This is an optimization exercise on Yosys and OpenROAD, whose aim is small area, a short achievable clock period and few clock cycles per item, not a production implementation.
Only simulation tests tie the RTL to the original design; equivalence was not proved.
Power figures rest on the tool's default switching activity, not on a simulated workload.

## old
==> flow/design.v <==
module net_64_33_9_10_16_3(clk, reset, x_data, x_valid, x_ready, y_data, y_valid, y_ready);
   input clk, reset, x_valid, y_ready;
   input signed [15:0] x_data;
   output x_ready, y_valid;
   output signed [15:0] y_data;
   function automatic integer f1(input integer k);
      case (k)
        0: f1 = -1;  1: f1 = 5;   2: f1 = 2;   3: f1 = -4;  4: f1 = 0;
        5: f1 = 4;   6: f1 = -5;  7: f1 = 0;   8: f1 = -5;  9: f1 = -5;
        10: f1 = 1;  11: f1 = -8; 12: f1 = -4; 13: f1 = 7;  14: f1 = 6;
        15: f1 = 0;  16: f1 = 5;  17: f1 = -3; 18: f1 = -6; 19: f1 = -2;
        20: f1 = 2;  21: f1 = 1;  22: f1 = 5;  23: f1 = 2;  24: f1 = -7;
        25: f1 = 3;  26: f1 = -7; 27: f1 = -2; 28: f1 = 5;  29: f1 = 2;
        30: f1 = 7;  31: f1 = -3; 32: f1 = -1;
        default: f1 = 0;
      endcase
   endfunction
   function automatic integer f2(input integer k);
      case (k)
        0: f2 = 1;  1: f2 = 1;  2: f2 = 7;  3: f2 = -2; 4: f2 = 4;
        5: f2 = -1; 6: f2 = 1;  7: f2 = 7;  8: f2 = -7;
        default: f2 = 0;
      endcase
   endfunction
   function automatic integer f3(input integer k);
      case (k)
        0: f3 = 1;  1: f3 = -5; 2: f3 = -8; 3: f3 = -1; 4: f3 = 3;
        5: f3 = 5;  6: f3 = 4;  7: f3 = 5;  8: f3 = -5; 9: f3 = -2;
        default: f3 = 0;
      endcase
   endfunction
   function automatic integer iabs(input integer v);
      iabs = (v < 0) ? -v : v;
   endfunction
   logic ne, fu, xrdy, yv;
   logic [14:0] ob0, ob1;             
   wire adv = !fu;
   assign x_ready = xrdy;
   assign y_valid = yv;
   logic [14:0] ydn;                  
   assign y_data = {1'b0, ~ydn};
   wire accept = x_valid && adv && !reset;
   logic [5:0] cnt;                   
   always_ff @(posedge clk) begin
      if (reset) cnt <= 6'd0;
      else if (accept) cnt <= cnt + 6'd1;
   end
   logic vx, v1, vy1, v2, vy2;
   logic [5:0] jx, j1, jy1, j2, jy2;
   always_ff @(posedge clk) begin
      if (reset) begin
         vx <= 1'b0; v1 <= 1'b0; vy1 <= 1'b0; v2 <= 1'b0; vy2 <= 1'b0;
      end else if (adv) begin
         vx <= accept; v1 <= vx; vy1 <= v1; v2 <= vy1; vy2 <= v2;
      end
   end
   always_ff @(posedge clk) begin
      if (adv) begin
         jx <= cnt; j1 <= jx; jy1 <= j1; j2 <= jy1; jy2 <= j2;
      end
   end
   logic signed [15:0] xr;
   always_ff @(posedge clk) if (adv) xr <= x_data;
   logic signed [15:0] pr1 [1:8];
   wire signed [15:0] p1 [1:8];
   logic e1 [1:8];
   generate
      for (m = 1; m <= 8; m = m + 1) begin : gp1
         wire signed [19:0] xe = xr;
         wire signed [19:0] v;
         if (m == 3 || m == 6) begin : a3
            wire signed [19:0] t3 = xe + (xe <<< 1);
            assign v = t3 <<< (m / 3 - 1);
         end else if (m == 5) begin : a5
            assign v = xe + (xe <<< 2);
         end else if (m == 7) begin : a7
            assign v = (xe <<< 3) - xe;
         end else begin : sh
            assign v = xe <<< $clog2(m);
         end
         wire hi = !v[19] && (|v[18:15]);
         wire lo = v[19] && !(&v[18:15]);
         always_ff @(posedge clk) if (adv) e1[m] <= hi || lo || (v[19:15] == 5'b11111 && v[14:0] == 15'd0);
         if (m != 6 && m != 8) begin : r
            always_ff @(posedge clk) if (adv) pr1[m] <= hi ? 16'sh7fff : lo ? 16'sh8000 : v[15:0];
            assign p1[m] = pr1[m];
         end else begin : d
            localparam integer B = (m == 6) ? 3 : 1;
            localparam integer S = (m == 6) ? 1 : $clog2(m);
            wire signed [15:0] sv = {pr1[B][15], {15{!pr1[B][15]}}};
            assign p1[m] = e1[m] ? sv : (pr1[B] <<< S);
         end
      end
   endgenerate
   logic [14:0] y1r, y2r;
   logic [14:0] pr2 [1:8];
   wire [14:0] p2 [1:8];
   logic e2 [1:8];
   logic [14:0] pr3 [1:8];
   wire [14:0] p3 [1:8];
   logic e3 [1:8];
   generate
      for (m = 1; m <= 8; m = m + 1) begin : gp23
         wire [17:0] ya = y1r;
         wire [17:0] yb = y2r;
         wire [17:0] va, vb;
         if (m == 3) begin : a3
            assign va = ya + (ya << 1);
            assign vb = yb + (yb << 1);
         end else if (m == 5) begin : a5
            assign va = ya + (ya << 2);
            assign vb = yb + (yb << 2);
         end else if (m == 7) begin : a7
            assign va = (ya << 3) - ya;
            assign vb = (yb << 3) - yb;
         end else begin : sh
            assign va = ya << $clog2(m);
            assign vb = yb << $clog2(m);
         end
         if (m == 1 || m == 2 || m == 4 || m == 7) begin : u2
            always_ff @(posedge clk) if (adv) e2[m] <= |va[17:15];
            if (m == 1 || m == 7) begin : r
               always_ff @(posedge clk) if (adv) pr2[m] <= (|va[17:15]) ? 15'h7fff : va[14:0];
               assign p2[m] = pr2[m];
            end else begin : d
               assign p2[m] = e2[m] ? 15'h7fff : (pr2[1] << $clog2(m));
            end
         end
         if (m != 6 && m != 7) begin : u3
            always_ff @(posedge clk) if (adv) e3[m] <= |vb[17:15];
            if (m == 1 || m == 3 || m == 5) begin : r
               always_ff @(posedge clk) if (adv) pr3[m] <= (|vb[17:15]) ? 15'h7fff : vb[14:0];
               assign p3[m] = pr3[m];
            end else begin : d
               assign p3[m] = e3[m] ? 15'h7fff : (pr3[1] << $clog2(m));
            end
         end
      end
   endgenerate
   logic [16:0] u1;
   logic [8:0] o2;
   logic [9:0] o3;
   genvar m, k;
   generate
      for (k = 0; k <= 16; k = k + 1) begin : gu1
         always_ff @(posedge clk) begin
            if (reset) u1[k] <= 1'b0;
            else if (adv) u1[k] <= vx && (jx >= k) && (jx <= k + 31);
         end
      end
      for (k = 0; k <= 8; k = k + 1) begin : go2
         always_ff @(posedge clk) begin
            if (reset) o2[k] <= 1'b0;
            else if (adv) o2[k] <= vy1 && (jy1 >= 32 + k) && (jy1 <= 55 + k);
         end
      end
      for (k = 0; k <= 9; k = k + 1) begin : go3
         always_ff @(posedge clk) begin
            if (reset) o3[k] <= 1'b0;
            else if (adv) o3[k] <= vy2 && (jy2 >= 40 + k) && (jy2 <= 54 + k);
         end
      end
   endgenerate
   logic signed [15:0] R [0:31];
   logic r0c;
   wire signed [15:0] S [0:32];             
   generate
      for (k = 1; k <= 32; k = k + 1) begin : g
         localparam integer F1 = f1(k);
         wire [15:0] b1 = (F1 == 0) ? 16'd0 : (F1 < 0) ? ~p1[iabs(F1)] : p1[iabs(F1)];
         wire c1 = (F1 < 0) ? !e1[iabs(F1)] : 1'b0;
         wire [15:0] b;
         wire ci;
         if (k <= 8) begin : s2
            localparam integer F = f2(k);
            wire own = o2[k];
            wire [15:0] bo = (F < 0) ? {1'b1, ~p2[iabs(F)]} : {1'b0, p2[iabs(F)]};
            wire co = (F < 0) ? !e2[iabs(F)] : 1'b0;
            assign b = own ? bo : b1;
            if (k == 1) begin : c0
               assign ci = r0c;
            end else begin : cn
               assign ci = own ? co : c1;
            end
         end else if (k <= 17) begin : s3
            localparam integer F = f3(k - 8);
            wire own = o3[k - 8];
            wire [15:0] bo = (F < 0) ? {1'b1, ~p3[iabs(F)]} : {1'b0, p3[iabs(F)]};
            wire co = (F < 0) ? !e3[iabs(F)] : 1'b0;
            assign b = own ? bo : b1;
            assign ci = own ? co : c1;
         end else begin : s1
            assign b = b1;
            assign ci = c1;
         end
         satadd u(.a(R[k-1]), .b(b), .ci(ci), .s(S[k]));
      end
   endgenerate
   wire w1 = adv && v1;
   always_ff @(posedge clk) begin
      if (adv && (u1[0] || o2[0])) begin
         R[0] <= o2[0] ? {1'b0, p2[1]} : ~p1[1];
         r0c <= o2[0] ? 1'b0 : !e1[1];
      end
   end
   generate
      for (k = 1; k <= 31; k = k + 1) begin : wr
         if (k <= 7) begin : s2
            always_ff @(posedge clk) if (adv && (u1[k] || o2[k])) R[k] <= S[k];
         end else if (k == 8) begin : s30
            always_ff @(posedge clk)
               if (adv && (u1[8] || o3[0])) R[k] <= o3[0] ? {1'b0, p3[1]} : S[k];
         end else if (k <= 16) begin : s3
            always_ff @(posedge clk) if (adv && (u1[k] || o3[k - 8])) R[k] <= S[k];
         end else begin : s1
            always_ff @(posedge clk) if (w1) R[k] <= S[k];
         end
      end
   endgenerate
   always_ff @(posedge clk) begin
      if (adv) begin
         y1r <= S[32][15] ? 15'd0 : S[32][14:0];
         y2r <= S[8][15] ? 15'd0 : S[8][14:0];
      end
   end
   wire [14:0] yo = S[17][15] ? 15'd0 : S[17][14:0];
   wire push = adv && o3[9];
   wire pop = ne && y_ready;
   wire ne_n = fu || push || (ne && !pop);
   wire fu_n = fu ? !pop : (ne && push && !pop);
   always_ff @(posedge clk) begin
      if (reset) begin
         ne <= 1'b0; fu <= 1'b0; xrdy <= 1'b1; yv <= 1'b0;
      end else begin
         ne <= ne_n; fu <= fu_n; xrdy <= !fu_n; yv <= ne_n;
      end
   end
   wire [14:0] ob0_n = fu ? (pop ? ob1 : ob0) : (push && (!ne || pop)) ? yo : ob0;
   always_ff @(posedge clk) begin
      ob0 <= ob0_n;
      ydn <= ~ob0_n;
      if (!fu && push && ne && !pop) ob1 <= yo;
   end
endmodule
module satadd(input [15:0] a, input [15:0] b, input ci, output [15:0] s);
   wire [15:0] g = a & b;
   wire [15:0] q = a ^ b;
   wire [16:0] c;
   assign c[0] = ci;
   genvar k;
   generate
      for (k = 0; k < 4; k = k + 1) begin : blk
         wire [3:0] gg = g[4*k +: 4];
         wire [3:0] pp = q[4*k +: 4];
         wire cb = c[4*k];
         assign c[4*k+1] = gg[0] | (pp[0] & cb);
         assign c[4*k+2] = gg[1] | (pp[1] & gg[0]) | (pp[1] & pp[0] & cb);
         assign c[4*k+3] = gg[2] | (pp[2] & gg[1]) | (pp[2] & pp[1] & gg[0])
                           | (pp[2] & pp[1] & pp[0] & cb);
         assign c[4*k+4] = gg[3] | (pp[3] & gg[2]) | (pp[3] & pp[2] & gg[1])
                           | (pp[3] & pp[2] & pp[1] & gg[0]) | (&pp & cb);
      end
   endgenerate
   wire [15:0] sum = q ^ c[15:0];
   wire ovf = (a[15] == b[15]) && (sum[15] != a[15]);
   assign s = ovf ? {a[15], {15{!a[15]}}} : sum;
endmodule
Settings: LEC_CHECK=0, ABC_AREA=1, CAP_MARGIN=20, CORE_MARGIN=2, CORE_UTILIZATION=60, PLACE_DENSITY=0.75, SLEW_MARGIN=20; clock period 9.0 ns.
standard.sh (not shown) runs the stock make flow with config.mk's settings and CLKGATE_MAP_FILE= SYNTH_SCRIPT=/design/flow/synth_recipe.tcl, a recipe that flattens the netlist after the stock synthesis.
==> flow/flow/run.sh <==
#!/bin/bash
set -euo pipefail
MARGIN=6
export SETUP_SLACK_MARGIN=$MARGIN
bash standard.sh SETUP_SLACK_MARGIN=$MARGIN finish > standard_flow.log 2>&1
old: flow completed, timing, DRC and antenna clean
Testbench counts of old, summed over its fixed seeds: cycles 4,152, vectors 64.
The following lists how new was set up differently from old:
--- a/flow/design.v
+++ b/flow/design.v
@@ -34,14 +34,13 @@
    endfunction
    logic ne, fu, xrdy, yv;
    logic [14:0] ob0, ob1;             
    wire adv = !fu;
    assign x_ready = xrdy;
    assign y_valid = yv;
-   logic [14:0] ydn;                  
-   assign y_data = {1'b0, ~ydn};
+   assign y_data = {1'b0, ob0};
    wire accept = x_valid && adv && !reset;
    logic [5:0] cnt;                   
    always_ff @(posedge clk) begin
       if (reset) cnt <= 6'd0;
       else if (accept) cnt <= cnt + 6'd1;
    end
@@ -78,13 +77,13 @@
          end else begin : sh
             assign v = xe <<< $clog2(m);
          end
          wire hi = !v[19] && (|v[18:15]);
          wire lo = v[19] && !(&v[18:15]);
          always_ff @(posedge clk) if (adv) e1[m] <= hi || lo || (v[19:15] == 5'b11111 && v[14:0] == 15'd0);
-         if (m != 6 && m != 8) begin : r
+         if (m == 1 || m == 3 || m == 5 || m == 7) begin : r
             always_ff @(posedge clk) if (adv) pr1[m] <= hi ? 16'sh7fff : lo ? 16'sh8000 : v[15:0];
             assign p1[m] = pr1[m];
          end else begin : d
             localparam integer B = (m == 6) ? 3 : 1;
             localparam integer S = (m == 6) ? 1 : $clog2(m);
             wire signed [15:0] sv = {pr1[B][15], {15{!pr1[B][15]}}};
@@ -232,17 +231,19 @@
       if (reset) begin
          ne <= 1'b0; fu <= 1'b0; xrdy <= 1'b1; yv <= 1'b0;
       end else begin
          ne <= ne_n; fu <= fu_n; xrdy <= !fu_n; yv <= ne_n;
       end
    end
-   wire [14:0] ob0_n = fu ? (pop ? ob1 : ob0) : (push && (!ne || pop)) ? yo : ob0;
-   always_ff @(posedge clk) begin
-      ob0 <= ob0_n;
-      ydn <= ~ob0_n;
-      if (!fu && push && ne && !pop) ob1 <= yo;
+   always_ff @(posedge clk) begin
+      if (fu) begin
+         if (pop) ob0 <= ob1;
+      end else if (push) begin
+         if (!ne || pop) ob0 <= yo;
+         else ob1 <= yo;
+      end
    end
 endmodule
 module satadd(input [15:0] a, input [15:0] b, input ci, output [15:0] s);
    wire [15:0] g = a & b;
    wire [15:0] q = a ^ b;
    wire [16:0] c;
- Looking only at worst vdd rail ir drop, and setting everything else aside, the lower value of new and old goes to old.
- Taking old as the reference, in new shortest clock period the worst path allows after layout higher, first-pass GRT wire length lower, largest net degree at the start of global routing lower, mean routed wirelength per cell roughly the same.
- In the reports for new and old, the larger number of cells on the critical path belongs to old.
- Final worst setup slack: new vs old down 0.32 ns
- Between new and old, the register share of the cell area is higher for old.
- Of new and old, the run reporting the lower cell area was old.
- pr1[1][14] as the timing startpoint of the critical path was reported by new, and e3[4] by old.
- Going from old to new, the die area was shrunk.
- Side by side, number of clock buffers in the layout turned out lower in new than in old.
- Switching fraction of total power in new vs old: up 0.60 points
Testbench counts of new, summed over its fixed seeds: cycles 4,152, vectors 64.

## re-timing with driven ports
No port has a modelled driver above. Below, the same layouts with a new extraction and two added sets of constraints.
Step 1 assumes that a clkbuf_16 drives the clock port and a buf_2 every other input.
Step 2 times the ports against the registers' clock, not the clock port: input delays grow and output delays shrink by t, the midpoint of the rising clock arrivals with the driver on.
a / b / c = ideal / step 1 / step 2; a / b = the first two.
run	t, ns	setup slack, ns	clock arrival spread, ns	slew at the worst register clock pin (ns)
old	0.771	5.941 / 5.925 / 5.386	0.026 / 0.026	0.07 / 0.07
new	0.744	5.619 / 5.619 / 5.574	0.033 / 0.033	0.07 / 0.07
After both steps setup and hold are still met in every run listed. For old, which loses most, drivers alone change the setup slack by -0.016 ns; drivers and shift together by -0.555 ns.
